This design comes from an exercise in tuning for small area on the open sky130 flow, not from production work.
The RTL was checked by simulation tests, not by an equivalence proof against the original design.
No driver is modelled on the clock port, so clock power and skew are understated where the tree is cut down; a real chip needs a root buffer or a tree.
No activity file was given, so power comes from the tool's default toggle rates.

==> flow/design.v (excerpt) <==
module DigitalLock #(
	parameter PASSWORD_LENGTH = 5,
	parameter NUM_DISPLAYS = 6,
	parameter MAX_IDLE = 1000
)(
	input clock,
	input reset,
	input [3:0] key,
	output LED_locked,
	output LED_error,
	output LED_ep,
	output LED_cp,
	output LED_unlocked,
	output LED_reset,
	output [(7*NUM_DISPLAYS)-1:0] seven_seg
);
function [9:0] lfsr_next(input [9:0] s);
	lfsr_next = {s[8:0], ~(s[9] ^ s[6])};
endfunction
function [9:0] lfsr_after(input integer n);
	integer j;
	reg [9:0] s;
	begin
		s = 10'd0;
		for (j = 0; j < n; j = j + 1) s = lfsr_next(s);
		lfsr_after = s;
	end
endfunction
localparam [9:0] IDLE_END = lfsr_after(MAX_IDLE);
function [3:0] enc_key(input [3:0] v);
	enc_key =
		({4{v == 4'd1}} & 4'd8) |
		({4{v == 4'd2}} & 4'd15) |
		({4{v == 4'd3}} & 4'd7) |
		({4{v == 4'd4}} & 4'd11) |
		({4{v == 4'd5}} & 4'd2) |
		({4{v == 4'd6}} & 4'd12) |
		({4{v == 4'd7}} & 4'd13) |
		({4{v == 4'd8}} & 4'd10) |
		({4{v == 4'd9}} & 4'd1) |
		({4{v == 4'd10}} & 4'd5) |
		({4{v == 4'd11}} & 4'd4) |
		({4{v == 4'd12}} & 4'd9) |
		({4{v == 4'd13}} & 4'd3) |
		({4{v == 4'd14}} & 4'd6) |
		({4{v == 4'd15}} & 4'd14);
endfunction
wire [3:0] pressed = ~key;
reg dly;
reg S, E, Er, f;
reg C;
reg [19:0] temp, password;
reg [9:0] cnt;
wire ev     = ~dly & (|pressed);
wire tmo    = E & (cnt == IDLE_END);
wire full   = |temp[19:16];
wire empty0 = ~|temp[3:0];
wire done   = E & C & full;
wire match  = (temp == password);
always @(posedge clock) dly <= |pressed;
always @(posedge clock) begin
	if (E & ~C & ~ev & ~tmo)
		cnt <= lfsr_next(cnt);
	else
		cnt <= 10'd0;
end
always @(posedge clock) begin
	if (~E | done)
		temp <= 20'd0;
	else if (~C & ev)
		temp <= {temp[15:0], enc_key(pressed)};
end
always @(posedge clock) begin
	if (done & ~S & ~f)
		password <= temp;
end
always @(posedge clock) begin
	if (~E)
		C <= 1'b0;
	else if (C)
		C <= full;
	else
		C <= ev;
end
  ...
==> flow/config.mk <==
export PLATFORM = sky130hd
export DESIGN_NAME = DigitalLock
export DESIGN_NICKNAME = DigitalLock
export VERILOG_FILES = /design/flow/design.v
export SDC_FILE = /design/flow/constraint.sdc
export NUM_CORES = 4
export LEC_CHECK = 0
export ABC_AREA = 1
export CAP_MARGIN = 20
export CORE_MARGIN = 2
export CORE_UTILIZATION = 40
export SLEW_MARGIN = 20
==> flow/constraint.sdc <==
create_clock -name core_clock -period 12.0 [get_ports {clock}]
set_input_delay 2.4000 -clock core_clock [delete_from_list [all_inputs] [get_ports {clock}]]
set_output_delay 2.4000 -clock core_clock [all_outputs]
set_load 0.01 [all_outputs]
standard.sh (not shown) runs the stock make flow with config.mk's settings and CLKGATE_MAP_FILE= SYNTH_SCRIPT=/design/flow/synth_recipe.tcl, a recipe that flattens the netlist after the stock synthesis.
==> flow/flow/run.sh <==
#!/bin/bash
# Own flow: the standard layout (standard.sh) with these changes passed to ORFS's make:
#  - ADDER_MAP_FILE empty: no half/full-adder extraction in synthesis (the design has no
#    adders; extraction only turned decoder gates into half-adder cells);
#  - an area-oriented ABC script (flow/abc_area.script: AIG search with &deepsyn, fixed seed,
#    no timeout, so the result is reproducible) in a copy of ORFS's scripts folder;
#  - port buffers are buf_1 cells;
#  - a clock tree of 3 clkbuf_8 buffers driven by the clock port, one per group of nearby
#    registers (flow/cts_groups.tcl, in place of TritonCTS).
# Everything else, registers included, is the standard flow. make's full output goes to
# run_make.log here, and ORFS keeps each step's log under orfs/logs/.
set -euo pipefail
cd "$(dirname "$0")/.."
rm -rf scripts_own
cp -r "$FLOW_HOME/scripts" scripts_own
cp flow/abc_area.script scripts_own/abc_area.script
grep -q 'log_cmd clock_tree_synthesis {\*}$cts_args' scripts_own/cts.tcl
sed -i "s|log_cmd clock_tree_synthesis {\*}\$cts_args|source $PWD/flow/cts_groups.tcl|" scripts_own/cts.tcl
grep -q "cts_groups.tcl" scripts_own/cts.tcl
bash standard.sh \
  SCRIPTS_DIR="$PWD/scripts_own" \
  ADDER_MAP_FILE= \
  "BUFFER_PORTS_ARGS=-buffer_cell sky130_fd_sc_hd__buf_1" \
  finish > run_make.log 2>&1
==> flow/flow/cts_groups.tcl <==
# Clock tree of 3 clkbuf_8 buffers driven straight from the clock port, each driving the
# clock pins of one group of registers (groups by k-means on the placed positions), placed
# at its group's centre.
set K 3
set cell sky130_fd_sc_hd__clkbuf_8
set block [ord::get_db_block]
set dbu [$block getDbUnitsPerMicron]
set pins {}
foreach inst [$block getInsts] {
  if {[[$inst getMaster] isSequential]} {
    set b [$inst getBBox]
    foreach it [$inst getITerms] {
      if {[[$it getMTerm] getSigType] eq "CLOCK" || [[$it getMTerm] getName] eq "CLK"} {
        lappend pins [list [$inst getName] [[$it getMTerm] getName] \
          [expr {([$b xMin] + [$b xMax]) / 2.0 / $dbu}] [expr {([$b yMin] + [$b yMax]) / 2.0 / $dbu}]]
      }
    }
  }
}
set pins [lsort -real -index 2 $pins]
set n [llength $pins]
# start: K groups by x order, then k-means iterations
set cx {}; set cy {}
for {set k 0} {$k < $K} {incr k} {
  set p [lindex $pins [expr {int(($k + 0.5) * $n / $K)}]]
  lappend cx [lindex $p 2]; lappend cy [lindex $p 3]
}
for {set it 0} {$it < 20} {incr it} {
  set asg {}
  foreach p $pins {
    set best 0; set bd 1e30
    for {set k 0} {$k < $K} {incr k} {
      set d [expr {abs([lindex $p 2] - [lindex $cx $k]) + abs([lindex $p 3] - [lindex $cy $k])}]
      if {$d < $bd} { set bd $d; set best $k }
    }
    lappend asg $best
  }
  set sx [lrepeat $K 0.0]; set sy [lrepeat $K 0.0]; set sn [lrepeat $K 0]
  foreach p $pins a $asg {
    lset sx $a [expr {[lindex $sx $a] + [lindex $p 2]}]
    lset sy $a [expr {[lindex $sy $a] + [lindex $p 3]}]
    lset sn $a [expr {[lindex $sn $a] + 1}]
  }
  for {set k 0} {$k < $K} {incr k} {
    if {[lindex $sn $k] > 0} {
      lset cx $k [expr {[lindex $sx $k] / [lindex $sn $k]}]
      lset cy $k [expr {[lindex $sy $k] / [lindex $sn $k]}]
    }
  }
}
for {set k 0} {$k < $K} {incr k} {
  set loads {}
  foreach p $pins a $asg {
    if {$a == $k} { lappend loads [get_pins "[lindex $p 0]/[lindex $p 1]"] }
  }
  if {[llength $loads] == 0} { continue }
  puts "clock group $k: [llength $loads] registers at [lindex $cx $k] [lindex $cy $k]"
  insert_buffer -buffer_cell $cell -net clock -load_pins $loads \
    -location [list [lindex $cx $k] [lindex $cy $k]] -buffer_name clkbuf_leaf_$k -net_name clknet_leaf_$k
}
set_propagated_clock [all_clocks]
Other scripts of this flow, unchanged in this note and not shown: flow/flow/abc_area.script
The baseline went through all stages and came out clean.
Next try:
Settings changed: CORE_UTILIZATION 40 to 65, PLACE_DENSITY set to 0.75.
Effect: The new run completed with no timing, DRC or antenna violations. Clock skew is higher by 14 ps. Routed wire length went down by a few percent. Worst setup slack is better by 110 ps. Register-to-register slack improved by 160 ps. Clock power shrinks by a few percent. Area after synthesis stays the same. Combinational power hardly moves. Final cell count is lower by a few percent. Cell area fell slightly.
Next try:
--- a/flow/flow/run.sh
+++ b/flow/flow/run.sh
@@ -6,5 +6,5 @@
 #    no timeout, so the result is reproducible) in a copy of ORFS's scripts folder;
 #  - port buffers are buf_1 cells;
-#  - a clock tree of 3 clkbuf_8 buffers driven by the clock port, one per group of nearby
+#  - a clock tree of 2 clkbuf_16 buffers driven by the clock port, one per group of nearby
 #    registers (flow/cts_groups.tcl, in place of TritonCTS).
 # Everything else, registers included, is the standard flow. make's full output goes to
--- a/flow/flow/cts_groups.tcl
+++ b/flow/flow/cts_groups.tcl
@@ -1,7 +1,7 @@
-# Clock tree of 3 clkbuf_8 buffers driven straight from the clock port, each driving the
+# Clock tree of 2 clkbuf_16 buffers driven straight from the clock port, each driving the
 # clock pins of one group of registers (groups by k-means on the placed positions), placed
 # at its group's centre.
-set K 3
-set cell sky130_fd_sc_hd__clkbuf_8
+set K 2
+set cell sky130_fd_sc_hd__clkbuf_16
 set block [ord::get_db_block]
 set dbu [$block getDbUnitsPerMicron]
Settings changed: CORE_UTILIZATION 65 to 40, PLACE_DENSITY 0.75 to not set.
Sequential power stays flat. Total power increases by 2.7%. Hold slack hardly moves.
No run of this note takes its clock network from TritonCTS; it comes from the design's own scripts or RTL.

[re-timing with driven ports]
Ports are ideal in the flow. The routed layouts listed here were re-timed in OpenROAD. Step 1 assumes that a clkbuf_16 drives the clock port and a buf_2 every other input. Step 2 adds t to the input delays and takes it off the output delays; t is the mean of the earliest and latest rising clock arrival at the registers after step 1. Input paths then give back, and output paths get back, about the clock's delay inside the block. Three values: ideal, step 1, step 2; two values: the first two.
run | shift t [ns] | slack for setup (ns) | hold WS [ns] | worst setup path after step 2
the first run | 0.210 | 5.856 / 5.835 / 5.835 | 0.428 / 0.428 / 0.428 | input to output
the second run | 0.208 | 5.962 / 5.940 / 5.940 | 0.429 / 0.429 / 0.429 | input to output
the third run | 0.209 | 5.876 / 5.854 / 5.854 | 0.428 / 0.428 / 0.428 | input to output
After both steps every run listed still meets setup and hold.
